This design comes from an exercise in tuning for small area and few clock cycles on the open sky130 flow, not from production work.
No functional check of the RTL was part of any run shown here.

## flow/design.v (module list and top-level ports; edited modules follow where they fit)
// module axi4s_cordic: 830 lines
module axi4s_cordic #(
    parameter MODE = "ROT",       
    parameter integer DW = 12,
    parameter integer PAR = 1,
    parameter integer TDW = ((DW + 7) / 8) * 8
)(
    input  wire clk, resetn,
    input  wire signed [TDW*3*PAR - 1 : 0]  s_axis_tdata,
    input  wire                             s_axis_tlast,
    input  wire                             s_axis_tvalid,
    output wire                             s_axis_tready,
    output logic signed [TDW*3*PAR - 1 : 0] m_axis_tdata,
    output logic                            m_axis_tlast,
    output logic                            m_axis_tvalid,
    input  wire                             m_axis_tready
);
  // ...
==> flow/run.sh <==
#!/bin/bash
# synth_recipe.tcl (not shown) runs the flow's synth.tcl, then flattens the netlist and writes it again
# the make line also repeats each setting of config.mk as NAME=value (left out here)
make -C /OpenROAD-flow-scripts/flow DESIGN_CONFIG=/design/flow/config.mk WORK_HOME=/design/flow/orfs CLKGATE_MAP_FILE= SYNTH_SCRIPT=/design/flow/synth_recipe.tcl finish
==> flow/config.mk <==
export PLATFORM = sky130hd
export DESIGN_NAME = axi4s_cordic
export DESIGN_NICKNAME = axi4s_cordic
export VERILOG_FILES = /design/flow/design.v
export SDC_FILE = /design/flow/constraint.sdc
export NUM_CORES = 4
export LEC_CHECK = 0
export ABC_AREA = 1
export CAP_MARGIN = 20
export CORE_MARGIN = 2
export CORE_UTILIZATION = 40
export CTS_CLUSTER_DIAMETER = 80
export CTS_CLUSTER_SIZE = 40
export SLEW_MARGIN = 20
==> flow/constraint.sdc <==
create_clock -name core_clock -period 8.0 [get_ports {clk}]
set_input_delay 1.6000 -clock core_clock [delete_from_list [all_inputs] [get_ports {clk}]]
set_output_delay 1.6000 -clock core_clock [all_outputs]
set_load 0.01 [all_outputs]
==> results.sh, run 1 <==
export IMPL_maxCapViolCount=0
export IMPL_n_all_buffers=99
export IMPL_synth_area_per_cell_um2=10.3
export IMPL_grt_usage=0.142
export IMPL_design_core_area_um2=48600
export IMPL_holdWs_ns=0.415
export IMPL_synth_most_common_cell="inv_1"
export IMPL_crit_start="y_r2[5]$_DFFE_PP_"
export IMPL_busiest_layer="met2"
export IMPL_fin_area_um2=21700
export IMPL_wl_per_cell_um=13.0
export IMPL_layout_cells_non_filler=2633
export IMPL_die_h_um=225
export IMPL_reg2reg_depth=23
export IMPL_outcome="no timing/DRC/antenna violations"
export IMPL_synth_cell_types=55
export IMPL_crit_path_start_kind="flip-flop"
export IMPL_ys_async_sr_fraction=0
export IMPL_fin_setup_tns_ns=0
export IMPL_drt_iter0_drc=423
export IMPL_path_cells="inv_1, or2_2, o21ai_0, inv_1, fa_1, fa_1, fa_1, fa_1, fa_1, fa_1, fa_2, xnor2_1, fa_1, fa_1, fa_1, fa_1, fa_1, fa_1, xor2_2, nand4_1, a21oi_2, nand2_1, xor2_1"
export IMPL_path_class="flip-flop to flip-flop"
export IMPL_synth_common_cells="360 x inv_1, 272 x xor2_1, 244 x fa_1"
export IMPL_register_area_um2=6010
export IMPL_drv_slew=0
export IMPL_cp_required_ns=8.26
==> run 2, diff against run 1 <==
--- a/flow/design.v
+++ b/flow/design.v
@@ -227,28 +227,28 @@
             sb = b[12] ^ sub;
             k = c ^ sb;
             for (int j = 2; j < 13; j++) begin
                 step11[j] = a[j] ^ k;
                 k = k & (a[j] ^ sb);
             end
         end
     endfunction
-    logic [5:0] v;
-    logic [5:0] l;
-    wire en = ~v[5] | m_axis_tready;
+    logic [4:0] v;
+    logic [4:0] l;
+    wire en = ~v[4] | m_axis_tready;
     assign s_axis_tready = en;
-    assign m_axis_tvalid = v[5];
-    assign m_axis_tlast = l[5];
+    assign m_axis_tvalid = v[4];
+    assign m_axis_tlast = l[4];
     always_ff @(posedge clk) begin
         if (!resetn) v <= '0;
-        else if (en) v <= {v[4:0], s_axis_tvalid};
+        else if (en) v <= {v[3:0], s_axis_tvalid};
     end
     always_ff @(posedge clk) begin
-        if (en) l <= {l[4:0], s_axis_tlast};
+        if (en) l <= {l[3:0], s_axis_tlast};
     end
     wire [11:0] x_in = s_axis_tdata[15:4];
     wire [11:0] y_in = s_axis_tdata[31:20];
     wire q_in = s_axis_tdata[47] ^ s_axis_tdata[46];   
     wire signed [12:0] x_q = q_in ? -{x_in[11], x_in} : {x_in[11], x_in};
     wire signed [12:0] y_q = q_in ? -{y_in[11], y_in} : {y_in[11], y_in};
     wire signed [11:0] ang_s0 = {s_axis_tdata[46:36], 1'b0};
     wire d0_c1 = (ang_s0 > 14'sd0);
@@ -278,33 +278,37 @@
     assign ac4[9] = (ang_s0[8] & kk2[8]) | (ac4[8] & (ang_s0[8] ^ kk2[8]));
     assign as3[9] = ang_s0[9] ^ kk2[9] ^ ac4[9];
     assign ac4[10] = (ang_s0[9] & kk2[9]) | (ac4[9] & (ang_s0[9] ^ kk2[9]));
     assign as3[10] = ang_s0[10] ^ kk2[10] ^ ac4[10];
     assign ac4[11] = (ang_s0[10] & kk2[10]) | (ac4[10] & (ang_s0[10] ^ kk2[10]));
     assign as3[11] = ang_s0[11] ^ kk2[11] ^ ac4[11];
     assign ac4[12] = (ang_s0[11] & kk2[11]) | (ac4[11] & (ang_s0[11] ^ kk2[11]));
     wire signed [11:0] ang5 = as3[11:0];
+    wire dn6 = ang5 > 0;
     logic signed [12:0] x_r0;
     logic signed [12:0] y_r0;
     logic signed [11:0] ang_r0;
+    logic signed [0:0] d_r0;
+    logic signed [0:0] dy_r0;
     always_ff @(posedge clk) begin
         if (en) begin
             x_r0 <= x_1;
             y_r0 <= y_1;
             ang_r0 <= ang5;
+            d_r0 <= dn6;
+            dy_r0 <= ~dn6;
         end
     end
-    wire d1_c6 = (ang_r0 > 14'sd0);
-    wire signed [12:0] x_2 = step1(x_r0, y_r0, d1_c6);
-    wire signed [12:0] y_2 = step1(y_r0, x_r0, ~d1_c6);
-    wire d2_c7 = (d1_c6 ? (ang_r0 > 14'sd605) : (ang_r0 > -14'sd605));
+    wire signed [12:0] x_2 = step1(x_r0, y_r0, d_r0);
+    wire signed [12:0] y_2 = step1(y_r0, x_r0, dy_r0);
+    wire d2_c7 = (d_r0 ? (ang_r0 > 14'sd605) : (ang_r0 > -14'sd605));
     wire signed [12:0] x_3 = step2(x_2, y_2, d2_c7);
     wire signed [12:0] y_3 = step2(y_2, x_2, ~d2_c7);
-    wire [11:0] kk8 = (d1_c6 ? (d2_c7 ? 12'd3172 : 12'd3810) : (d2_c7 ? 12'd286 : 12'd924));
+    wire [11:0] kk8 = (d_r0 ? (d2_c7 ? 12'd3172 : 12'd3810) : (d2_c7 ? 12'd286 : 12'd924));
     wire [11:0] as9;
     wire [12:0] ac10;
     assign ac10[0] = 1'b0;
     assign as9[0] = ang_r0[0] ^ kk8[0] ^ ac10[0];
     assign ac10[1] = (ang_r0[0] & kk8[0]) | (ac10[0] & (ang_r0[0] ^ kk8[0]));
     assign as9[1] = ang_r0[1] ^ kk8[1] ^ ac10[1];
     assign ac10[2] = (ang_r0[1] & kk8[1]) | (ac10[1] & (ang_r0[1] ^ kk8[1]));
     assign as9[2] = ang_r0[2] ^ kk8[2] ^ ac10[2];
@@ -323,33 +327,37 @@
     assign ac10[9] = (ang_r0[8] & kk8[8]) | (ac10[8] & (ang_r0[8] ^ kk8[8]));
     assign as9[9] = ang_r0[9] ^ kk8[9] ^ ac10[9];
     assign ac10[10] = (ang_r0[9] & kk8[9]) | (ac10[9] & (ang_r0[9] ^ kk8[9]));
     assign as9[10] = ang_r0[10] ^ kk8[10] ^ ac10[10];
     assign ac10[11] = (ang_r0[10] & kk8[10]) | (ac10[10] & (ang_r0[10] ^ kk8[10]));
     assign as9[11] = ang_r0[11] ^ kk8[11] ^ ac10[11];
     assign ac10[12] = (ang_r0[11] & kk8[11]) | (ac10[11] & (ang_r0[11] ^ kk8[11]));
     wire signed [9:0] ang11 = as9[9:0];
+    wire dn12 = ang11 > 0;
     logic signed [12:0] x_r1;
     logic signed [12:0] y_r1;
     logic signed [9:0] ang_r1;
+    logic signed [0:0] d_r1;
+    logic signed [0:0] dy_r1;
     always_ff @(posedge clk) begin
         if (en) begin
             x_r1 <= x_3;
             y_r1 <= y_3;
             ang_r1 <= ang11;
+            d_r1 <= dn12;
+            dy_r1 <= ~dn12;
         end
     end
-    wire d3_c12 = (ang_r1 > 14'sd0);
-    wire signed [12:0] x_4 = step3(x_r1, y_r1, d3_c12);
-    wire signed [12:0] y_4 = step3(y_r1, x_r1, ~d3_c12);
-    wire d4_c13 = (d3_c12 ? (ang_r1 > 14'sd162) : (ang_r1 > -14'sd162));
+    wire signed [12:0] x_4 = step3(x_r1, y_r1, d_r1);
+    wire signed [12:0] y_4 = step3(y_r1, x_r1, dy_r1);
+    wire d4_c13 = (d_r1 ? (ang_r1 > 14'sd162) : (ang_r1 > -14'sd162));
     wire signed [12:0] x_5 = step4(x_4, y_4, d4_c13);
     wire signed [12:0] y_5 = step4(y_4, x_4, ~d4_c13);
-    wire [9:0] kk14 = (d3_c12 ? (d4_c13 ? 10'd781 : 10'd943) : (d4_c13 ? 10'd81 : 10'd243));
+    wire [9:0] kk14 = (d_r1 ? (d4_c13 ? 10'd781 : 10'd943) : (d4_c13 ? 10'd81 : 10'd243));
     wire [9:0] as15;
     wire [10:0] ac16;
     assign ac16[0] = 1'b0;
     assign as15[0] = ang_r1[0] ^ kk14[0] ^ ac16[0];
     assign ac16[1] = (ang_r1[0] & kk14[0]) | (ac16[0] & (ang_r1[0] ^ kk14[0]));
     assign as15[1] = ang_r1[1] ^ kk14[1] ^ ac16[1];
     assign ac16[2] = (ang_r1[1] & kk14[1]) | (ac16[1] & (ang_r1[1] ^ kk14[1]));
     assign as15[2] = ang_r1[2] ^ kk14[2] ^ ac16[2];
@@ -364,33 +372,37 @@
     assign ac16[7] = (ang_r1[6] & kk14[6]) | (ac16[6] & (ang_r1[6] ^ kk14[6]));
     assign as15[7] = ang_r1[7] ^ kk14[7] ^ ac16[7];
     assign ac16[8] = (ang_r1[7] & kk14[7]) | (ac16[7] & (ang_r1[7] ^ kk14[7]));
     assign as15[8] = ang_r1[8] ^ kk14[8] ^ ac16[8];
     assign ac16[9] = (ang_r1[8] & kk14[8]) | (ac16[8] & (ang_r1[8] ^ kk14[8]));
     assign as15[9] = ang_r1[9] ^ kk14[9] ^ ac16[9];
     assign ac16[10] = (ang_r1[9] & kk14[9]) | (ac16[9] & (ang_r1[9] ^ kk14[9]));
     wire signed [7:0] ang17 = as15[7:0];
+    wire dn18 = ang17 > 0;
     logic signed [12:0] x_r2;
     logic signed [12:0] y_r2;
     logic signed [7:0] ang_r2;
+    logic signed [0:0] d_r2;
+    logic signed [0:0] dy_r2;
     always_ff @(posedge clk) begin
         if (en) begin
             x_r2 <= x_5;
             y_r2 <= y_5;
             ang_r2 <= ang17;
+            d_r2 <= dn18;
+            dy_r2 <= ~dn18;
         end
     end
-    wire d5_c18 = (ang_r2 > 14'sd0);
-    wire signed [12:0] x_6 = step5(x_r2, y_r2, d5_c18);
-    wire signed [12:0] y_6 = step5(y_r2, x_r2, ~d5_c18);
-    wire d6_c19 = (d5_c18 ? (ang_r2 > 14'sd41) : (ang_r2 > -14'sd41));
+    wire signed [12:0] x_6 = step5(x_r2, y_r2, d_r2);
+    wire signed [12:0] y_6 = step5(y_r2, x_r2, dy_r2);
+    wire d6_c19 = (d_r2 ? (ang_r2 > 14'sd41) : (ang_r2 > -14'sd41));
     wire signed [12:0] x_7 = step6(x_6, y_6, d6_c19);
     wire signed [12:0] y_7 = step6(y_6, x_6, ~d6_c19);
-    wire [7:0] kk20 = (d5_c18 ? (d6_c19 ? 8'd195 : 8'd235) : (d6_c19 ? 8'd21 : 8'd61));
+    wire [7:0] kk20 = (d_r2 ? (d6_c19 ? 8'd195 : 8'd235) : (d6_c19 ? 8'd21 : 8'd61));
     wire [7:0] as21;
     wire [8:0] ac22;
     assign ac22[0] = 1'b0;
     assign as21[0] = ang_r2[0] ^ kk20[0] ^ ac22[0];
     assign ac22[1] = (ang_r2[0] & kk20[0]) | (ac22[0] & (ang_r2[0] ^ kk20[0]));
     assign as21[1] = ang_r2[1] ^ kk20[1] ^ ac22[1];
     assign ac22[2] = (ang_r2[1] & kk20[1]) | (ac22[1] & (ang_r2[1] ^ kk20[1]));
     assign as21[2] = ang_r2[2] ^ kk20[2] ^ ac22[2];
@@ -401,78 +413,78 @@
     assign ac22[5] = (ang_r2[4] & kk20[4]) | (ac22[4] & (ang_r2[4] ^ kk20[4]));
     assign as21[5] = ang_r2[5] ^ kk20[5] ^ ac22[5];
     assign ac22[6] = (ang_r2[5] & kk20[5]) | (ac22[5] & (ang_r2[5] ^ kk20[5]));
     assign as21[6] = ang_r2[6] ^ kk20[6] ^ ac22[6];
     assign ac22[7] = (ang_r2[6] & kk20[6]) | (ac22[6] & (ang_r2[6] ^ kk20[6]));
     assign as21[7] = ang_r2[7] ^ kk20[7] ^ ac22[7];
     assign ac22[8] = (ang_r2[7] & kk20[7]) | (ac22[7] & (ang_r2[7] ^ kk20[7]));
     wire signed [5:0] ang23 = as21[5:0];
+    wire dn24 = ang23 > 0;
     logic signed [12:0] x_r3;
     logic signed [12:0] y_r3;
     logic signed [5:0] ang_r3;
+    logic signed [0:0] d_r3;
+    logic signed [0:0] dy_r3;
     always_ff @(posedge clk) begin
         if (en) begin
             x_r3 <= x_7;
             y_r3 <= y_7;
             ang_r3 <= ang23;
+            d_r3 <= dn24;
+            dy_r3 <= ~dn24;
         end
     end
-    wire d7_c24 = (ang_r3 > 14'sd0);
-    wire signed [12:0] x_8 = step7(x_r3, y_r3, d7_c24);
-    wire signed [12:0] y_8 = step7(y_r3, x_r3, ~d7_c24);
-    wire d8_c25 = (d7_c24 ? (ang_r3 > 14'sd10) : (ang_r3 > -14'sd10));
+    wire signed [12:0] x_8 = step7(x_r3, y_r3, d_r3);
+    wire signed [12:0] y_8 = step7(y_r3, x_r3, dy_r3);
+    wire d8_c25 = (d_r3 ? (ang_r3 > 14'sd10) : (ang_r3 > -14'sd10));
     wire signed [12:0] x_9 = step8(x_8, y_8, d8_c25);
     wire signed [12:0] y_9 = step8(y_8, x_8, ~d8_c25);
-    wire [5:0] kk26 = (d7_c24 ? (d8_c25 ? 6'd49 : 6'd59) : (d8_c25 ? 6'd5 : 6'd15));
-    wire [5:0] as27;
-    wire [6:0] ac28;
-    assign ac28[0] = 1'b0;
-    assign as27[0] = ang_r3[0] ^ kk26[0] ^ ac28[0];
-    assign ac28[1] = (ang_r3[0] & kk26[0]) | (ac28[0] & (ang_r3[0] ^ kk26[0]));
-    assign as27[1] = ang_r3[1] ^ kk26[1] ^ ac28[1];
-    assign ac28[2] = (ang_r3[1] & kk26[1]) | (ac28[1] & (ang_r3[1] ^ kk26[1]));
-    assign as27[2] = ang_r3[2] ^ kk26[2] ^ ac28[2];
-    assign ac28[3] = (ang_r3[2] & kk26[2]) | (ac28[2] & (ang_r3[2] ^ kk26[2]));
-    assign as27[3] = ang_r3[3] ^ kk26[3] ^ ac28[3];
-    assign ac28[4] = (ang_r3[3] & kk26[3]) | (ac28[3] & (ang_r3[3] ^ kk26[3]));
-    assign as27[4] = ang_r3[4] ^ kk26[4] ^ ac28[4];
-    assign ac28[5] = (ang_r3[4] & kk26[4]) | (ac28[4] & (ang_r3[4] ^ kk26[4]));
-    assign as27[5] = ang_r3[5] ^ kk26[5] ^ ac28[5];
-    assign ac28[6] = (ang_r3[5] & kk26[5]) | (ac28[5] & (ang_r3[5] ^ kk26[5]));
-    wire signed [3:0] ang29 = as27[3:0];
+    wire d9_c26 = (d_r3 ? (d8_c25 ? (ang_r3 > 14'sd15) : (ang_r3 > 14'sd5)) : (d8_c25 ? (ang_r3 > -14'sd5) : (ang_r3 > -14'sd15)));
+    wire signed [12:0] x_10 = step9(x_9, y_9, d9_c26);
+    wire signed [12:0] y_10 = step9(y_9, x_9, ~d9_c26);
+    wire [5:0] kk27 = (d_r3 ? (d8_c25 ? (d9_c26 ? 6'd46 : 6'd52) : (d9_c26 ? 6'd56 : 6'd62)) : (d8_c25 ? (d9_c26 ? 6'd2 : 6'd8) : (d9_c26 ? 6'd12 : 6'd18)));
+    wire [5:0] as28;
+    wire [6:0] ac29;
+    assign ac29[0] = 1'b0;
+    assign as28[0] = ang_r3[0] ^ kk27[0] ^ ac29[0];
+    assign ac29[1] = (ang_r3[0] & kk27[0]) | (ac29[0] & (ang_r3[0] ^ kk27[0]));
+    assign as28[1] = ang_r3[1] ^ kk27[1] ^ ac29[1];
+    assign ac29[2] = (ang_r3[1] & kk27[1]) | (ac29[1] & (ang_r3[1] ^ kk27[1]));
+    assign as28[2] = ang_r3[2] ^ kk27[2] ^ ac29[2];
+    assign ac29[3] = (ang_r3[2] & kk27[2]) | (ac29[2] & (ang_r3[2] ^ kk27[2]));
+    assign as28[3] = ang_r3[3] ^ kk27[3] ^ ac29[3];
+    assign ac29[4] = (ang_r3[3] & kk27[3]) | (ac29[3] & (ang_r3[3] ^ kk27[3]));
+    assign as28[4] = ang_r3[4] ^ kk27[4] ^ ac29[4];
+    assign ac29[5] = (ang_r3[4] & kk27[4]) | (ac29[4] & (ang_r3[4] ^ kk27[4]));
+    assign as28[5] = ang_r3[5] ^ kk27[5] ^ ac29[5];
+    assign ac29[6] = (ang_r3[5] & kk27[5]) | (ac29[5] & (ang_r3[5] ^ kk27[5]));
+    wire signed [2:0] ang30 = as28[2:0];
+    wire dn31 = ang30 > 0;
     logic signed [12:0] x_r4;
     logic signed [12:0] y_r4;
-    logic signed [3:0] ang_r4;
+    logic signed [2:0] ang_r4;
+    logic signed [0:0] d_r4;
+    logic signed [0:0] dy_r4;
     always_ff @(posedge clk) begin
         if (en) begin
-            x_r4 <= x_9;
-            y_r4 <= y_9;
-            ang_r4 <= ang29;
+            x_r4 <= x_10;
+            y_r4 <= y_10;
+            ang_r4 <= ang30;
+            d_r4 <= dn31;
+            dy_r4 <= ~dn31;
         end
     end
-    wire d9_c30 = (ang_r4 > 14'sd0);
-    wire signed [12:0] x_10 = step9(x_r4, y_r4, d9_c30);
-    wire signed [12:0] y_10 = step9(y_r4, x_r4, ~d9_c30);
-    wire d10_c31 = (d9_c30 ? (ang_r4 > 14'sd3) : (ang_r4 > -14'sd3));
-    wire signed [12:0] x_11 = step10(x_10, y_10, d10_c31);
-    wire signed [12:0] y_11 = step10(y_10, x_10, ~d10_c31);
-    wire d11_c32 = (d9_c30 ? (d10_c31 ? (ang_r4 > 14'sd4) : (ang_r4 > 14'sd2)) : (d10_c31 ? (ang_r4 > -14'sd2) : (ang_r4 > -14'sd4)));
+    wire signed [12:0] x_11 = step10(x_r4, y_r4, d_r4);
+    wire signed [12:0] y_11 = step10(y_r4, x_r4, dy_r4);
+    wire d11_c32 = (d_r4 ? (ang_r4 > 14'sd1) : (ang_r4 > -14'sd1));
     wire signed [12:0] x_12 = step11(x_11, y_11, d11_c32);
     wire signed [12:0] y_12 = step11(y_11, x_11, ~d11_c32);
-    logic signed [12:0] x_r5;
-    logic signed [12:0] y_r5;
-    always_ff @(posedge clk) begin
-        if (en) begin
-            x_r5 <= x_12;
-            y_r5 <= y_12;
-        end
-    end
     wire [11:0] x_g;
-    wire [12:0] x_v = x_r5;
+    wire [12:0] x_v = x_12;
     wire x_g_t1 = ~x_v[0] ^ ~x_v[3] ^ 1'b1;
     wire x_g_t2 = (~x_v[0] & ~x_v[3]) | (1'b1 & (~x_v[0] ^ ~x_v[3]));
     wire x_g_t3 = ~x_v[0] ^ ~x_v[3] ^ ~x_v[6];
     wire x_g_t4 = (~x_v[0] & ~x_v[3]) | (~x_v[6] & (~x_v[0] ^ ~x_v[3]));
     wire x_g_t5 = ~x_v[1] ^ ~x_v[4] ^ ~x_v[7];
     wire x_g_t6 = (~x_v[1] & ~x_v[4]) | (~x_v[7] & (~x_v[1] ^ ~x_v[4]));
     wire x_g_t7 = ~x_v[2] ^ ~x_v[5] ^ ~x_v[8];
     wire x_g_t8 = (~x_v[2] & ~x_v[5]) | (~x_v[8] & (~x_v[2] ^ ~x_v[5]));
@@ -643,17 +655,17 @@
     wire x_g_t169 = x_g_g[20] | (x_g_q[20] & x_g_t139);
     wire x_g_t170 = x_g_q[20] & x_g_t140;
     wire x_g_t171 = x_g_g[22] | (x_g_q[22] & x_g_t149);
     wire x_g_t172 = x_g_q[22] & x_g_t150;
     wire [23:0] x_g_cc = {x_g_t171, x_g_t149, x_g_t169, x_g_t139, x_g_t167, x_g_t147, x_g_t165, x_g_t133, x_g_t163, x_g_t145, x_g_t161, x_g_t137, x_g_t159, x_g_t143, x_g_t157, x_g_t127, x_g_t155, x_g_t141, x_g_t153, x_g_t115, x_g_t151, x_g_t91, x_g_g[0], 1'b0};
     wire [23:0] x_g_s = x_g_q ^ x_g_cc;
     assign x_g = x_g_s[23:12];
     wire [11:0] y_g;
-    wire [12:0] y_v = y_r5;
+    wire [12:0] y_v = y_12;
     wire y_g_t1 = ~y_v[0] ^ ~y_v[3] ^ 1'b1;
     wire y_g_t2 = (~y_v[0] & ~y_v[3]) | (1'b1 & (~y_v[0] ^ ~y_v[3]));
     wire y_g_t3 = ~y_v[0] ^ ~y_v[3] ^ ~y_v[6];
     wire y_g_t4 = (~y_v[0] & ~y_v[3]) | (~y_v[6] & (~y_v[0] ^ ~y_v[3]));
     wire y_g_t5 = ~y_v[1] ^ ~y_v[4] ^ ~y_v[7];
     wire y_g_t6 = (~y_v[1] & ~y_v[4]) | (~y_v[7] & (~y_v[1] ^ ~y_v[4]));
     wire y_g_t7 = ~y_v[2] ^ ~y_v[5] ^ ~y_v[8];
     wire y_g_t8 = (~y_v[2] & ~y_v[5]) | (~y_v[8] & (~y_v[2] ^ ~y_v[5]));
==> run 2 against run 1 <==
  * The layout now fails its checks (negative setup slack)
  * Sequential share of layout area fell by 5.5 points
  * Fmax down 18%
  * Synthesized area fell by 0.90%
==> results.sh, run 2 <==
export IMPL_seq_area_frac_synth=0.279
export IMPL_rsz0062_at_grt="true"
export IMPL_grt_usage=0.160
export IMPL_diodes=0
export IMPL_cp_required_ns=6.40
export IMPL_holdWs_ns=0.420
export IMPL_fin_area_um2=24400
export IMPL_slowest_stage="fa_1"
export IMPL_cp_max_fo=4
export IMPL_die_area_um2=50300
export IMPL_synth_area_leader_cell="edfxtp_1"
export IMPL_drt_iter0_drc=383
export IMPL_setup_ws_ns=-1.36
export IMPL_syn_inst=1910
export IMPL_fillers=4260
export IMPL_crit_top_cell="nand2_2"
export IMPL_layout_common_cells="296 x inv_1, 277 x buf_4, 241 x xor2_1"
export IMPL_crit_buf_inv=9
export IMPL_r2r_end="y_r3[12]$_DFFE_PP_"
export IMPL_min_from="l[2]$_DFFE_PP_"
export IMPL_place_area_um2=22800
export IMPL_drcViolationCount=0
export IMPL_clock_latency_ns=0.45
export IMPL_cts_tree="built"
export IMPL_synth_cell_types=65
export IMPL_ant_nets=0
export IMPL_clk_pin_slew_worst_paths_ns=0.07
export IMPL_fin_setup_tns_ns=-23.24
export IMPL_setup_viol_count_final=24
export IMPL_period_share=1.17
export IMPL_worstMarginPinSlew_ns=0.796
export IMPL_syn_area_um2=19400
export IMPL_r2r_slack_ns=0.31
export IMPL_crit_path_start_kind="flip-flop"
export IMPL_syn_to_final_growth_pct=25.7
export IMPL_wl_met3_um=634
export IMPL_fin_crit_ns=9.36
export IMPL_row_count=80
export IMPL_ys_flop_type="edfxtp_1"
export IMPL_grt_overflow=0
export IMPL_slowest_delay_ns=0.51
export IMPL_routed_wl_met2_mm=22.9
export IMPL_cts_htree_levels=4
export IMPL_outcome="complete, but fails checks"
export IMPL_layout_cells_non_filler=2893
export IMPL_ios=104
export IMPL_maxSlewHeadroom=0.469
export IMPL_routed_top_layer="met4"
export IMPL_cts_buffers=17
export IMPL_finalClockSkew_ns=0.0101
export IMPL_grt_pass1_wl_mm=64.4
export IMPL_crit_family="adder cells"
export IMPL_violations="negative setup slack"
export IMPL_cts_hold_buffers=0
export IMPL_nets=2608
export IMPL_grt_pass1_vias=14400
export IMPL_max_freq_mhz=107
export IMPL_clk_path_buf_depth=2
export IMPL_dpl_worst_slack_ns=-1.42
export IMPL_hold_path_end="l[3]$_DFFE_PP_"
export IMPL_path_class="flip-flop to output pin"
export IMPL_register_area_um2=5420
export IMPL_synth_seq_cells=182
export IMPL_wl_met1_mm=13.0
export IMPL_synth_area_per_cell_um2=10.2
export IMPL_reg2reg_depth=23
export IMPL_cp_end_kind="output pin"
export IMPL_synth_top_area_frac=0.274
export IMPL_antenna_found_initial=0
export IMPL_ys_async_sr_fraction=0
export IMPL_synth_edff_count=177
export IMPL_routed_wl_mm=38.1
export IMPL_grt_max_degree=70
export IMPL_design_core_area_um2=47800
export IMPL_hp_class="flip-flop to flip-flop"
export IMPL_wl_per_cell_um=13.2
export IMPL_drv_slew=0
export IMPL_dp_hpwl_mm=32.4
export IMPL_die_h_um=224
export IMPL_hold_path_cell_count=0
export IMPL_clock_sinks=182
export IMPL_start_util=0.405
export IMPL_place_congestion=0.842
export IMPL_synth_warnings=1
export IMPL_maxCapViolCount=0
export IMPL_place_inst=2796
export IMPL_firstDrtPassIters=7
export IMPL_synth_area_leaders="edfxtp_1 27%, fa_1 25%, xor2_1 12%, inv_1 6.4%, nand2_1 4.9%"
export IMPL_ctsRootBufferMaster="clkbuf_16"
export IMPL_io_buffers=67
export IMPL_synth_most_common_cell="inv_1"
export IMPL_hold_viol=0
export IMPL_arrival_ns=7.76
export IMPL_multi_input_area_um2=13300
export IMPL_final_common_cell="inv_1"
export IMPL_synth_common_cells="330 x inv_1, 264 x xor2_1, 253 x nand2_1"
export IMPL_via_per_inst=4.55
export IMPL_die_w_um=224
export IMPL_dr_total_vias=13200
export IMPL_utilization=0.509
export IMPL_timing_rr_start="d_r2$_DFFE_PP_"
export IMPL_drive_above_1_share=0.295
[run 2: changes by cell type after synthesis, sizes merged, moves of 4 or more]
cell,change
fa,-5
edfxtp,-19
xnor2,-10
nand2,+45
nand4,-8
buf,+4
a21oi,+7
inv,-15
[run 2: worst max path at each step]
stage / from / end / cells after the start
3_3_place_gp: x_r4[10]$_DFFE_PP_ / m_axis_tdata[15] / 49
6_report: dy_r4$_DFFE_PP_ / m_axis_tdata[15] / 49
3_5_place_dp: dy_r4$_DFFE_PP_ / m_axis_tdata[15] / 48
5_1_grt: dy_r4$_DFFE_PP_ / m_axis_tdata[15] / 49
4_1_cts: dy_r4$_DFFE_PP_ / m_axis_tdata[15] / 49
2_1_floorplan: x_r4[10]$_DFFE_PP_ / m_axis_tdata[15] / 49
[run 2: final cells by class]
| type | instances | area share |
|---|---|---|
| sequential | 182 | 0.222 |
| timing repair buffer | 360 | 0.120 |
| tap | 615 | 0.0316 |
| multi-input combinational | 1349 | 0.548 |
| clock inverter | 14 | 0.00606 |
| inverter | 355 | 0.0551 |
| clock buffer | 18 | 0.0176 |
[run 2: logic make-up after synthesis]
logic type	after synthesis	share of synthesized area
adders and majority gates	290	0.280
buffers and inverters	402	0.0850
and+or+nand+nor	551	0.143
DFF	182	0.279
other	1	0.000193
muxes	3	0.00174
xor gates and xnor gates	371	0.177
AOI/OAI and AO/OA	110	0.0346
[run 2: layer usage]
| layer | global-route usage | up-vias |
|---|---|---|
| met5 | 0 | - |
| met4 | 0.0731 | 0 |
| met3 | 0.0216 | 82 |
| met2 | 0.338 | 129 |
| met1 | 0.147 | 6384 |
| li1 | - | 6575 |
[run 2: what timing repair did]
item	CTS	global route
setup endpoints to repair	40	44
pin swaps	72	54
buffers inserted	49	19
resized for setup	188	46

-- separate check: timing with driven ports --
How much do the figures lean on ideal ports? The routed layouts below were timed once more, with nothing changed but the port constraints.
Step 1, drivers: a clkbuf_16 drives clk and a buf_2 each remaining input, both assumed.
Step 2 moves the port delays by t, midway between the first and last clock arrival at a register: inputs arrive t later, outputs are due t later. That takes back most of the time a late clock gives input paths.
Slacks: ideal / step 1 / step 2; pairs: ideal / step 1.
| run | t (ns) | setup WS [ns] | worst setup path after step 2 | slew at the worst register clock pin (ns) |
|---|---|---|---|---|
| run 1 | 0.562 | 0.279 / 0.279 / 0.082 | input to register | 0.08 / 0.08 |
| run 2 | 0.493 | -1.364 / -1.414 / -0.921 | register to output | 0.07 / 0.07 |
The setup slack of run 1, which loses most, moves by 0.000 ns with the drivers and by -0.197 ns with both steps.
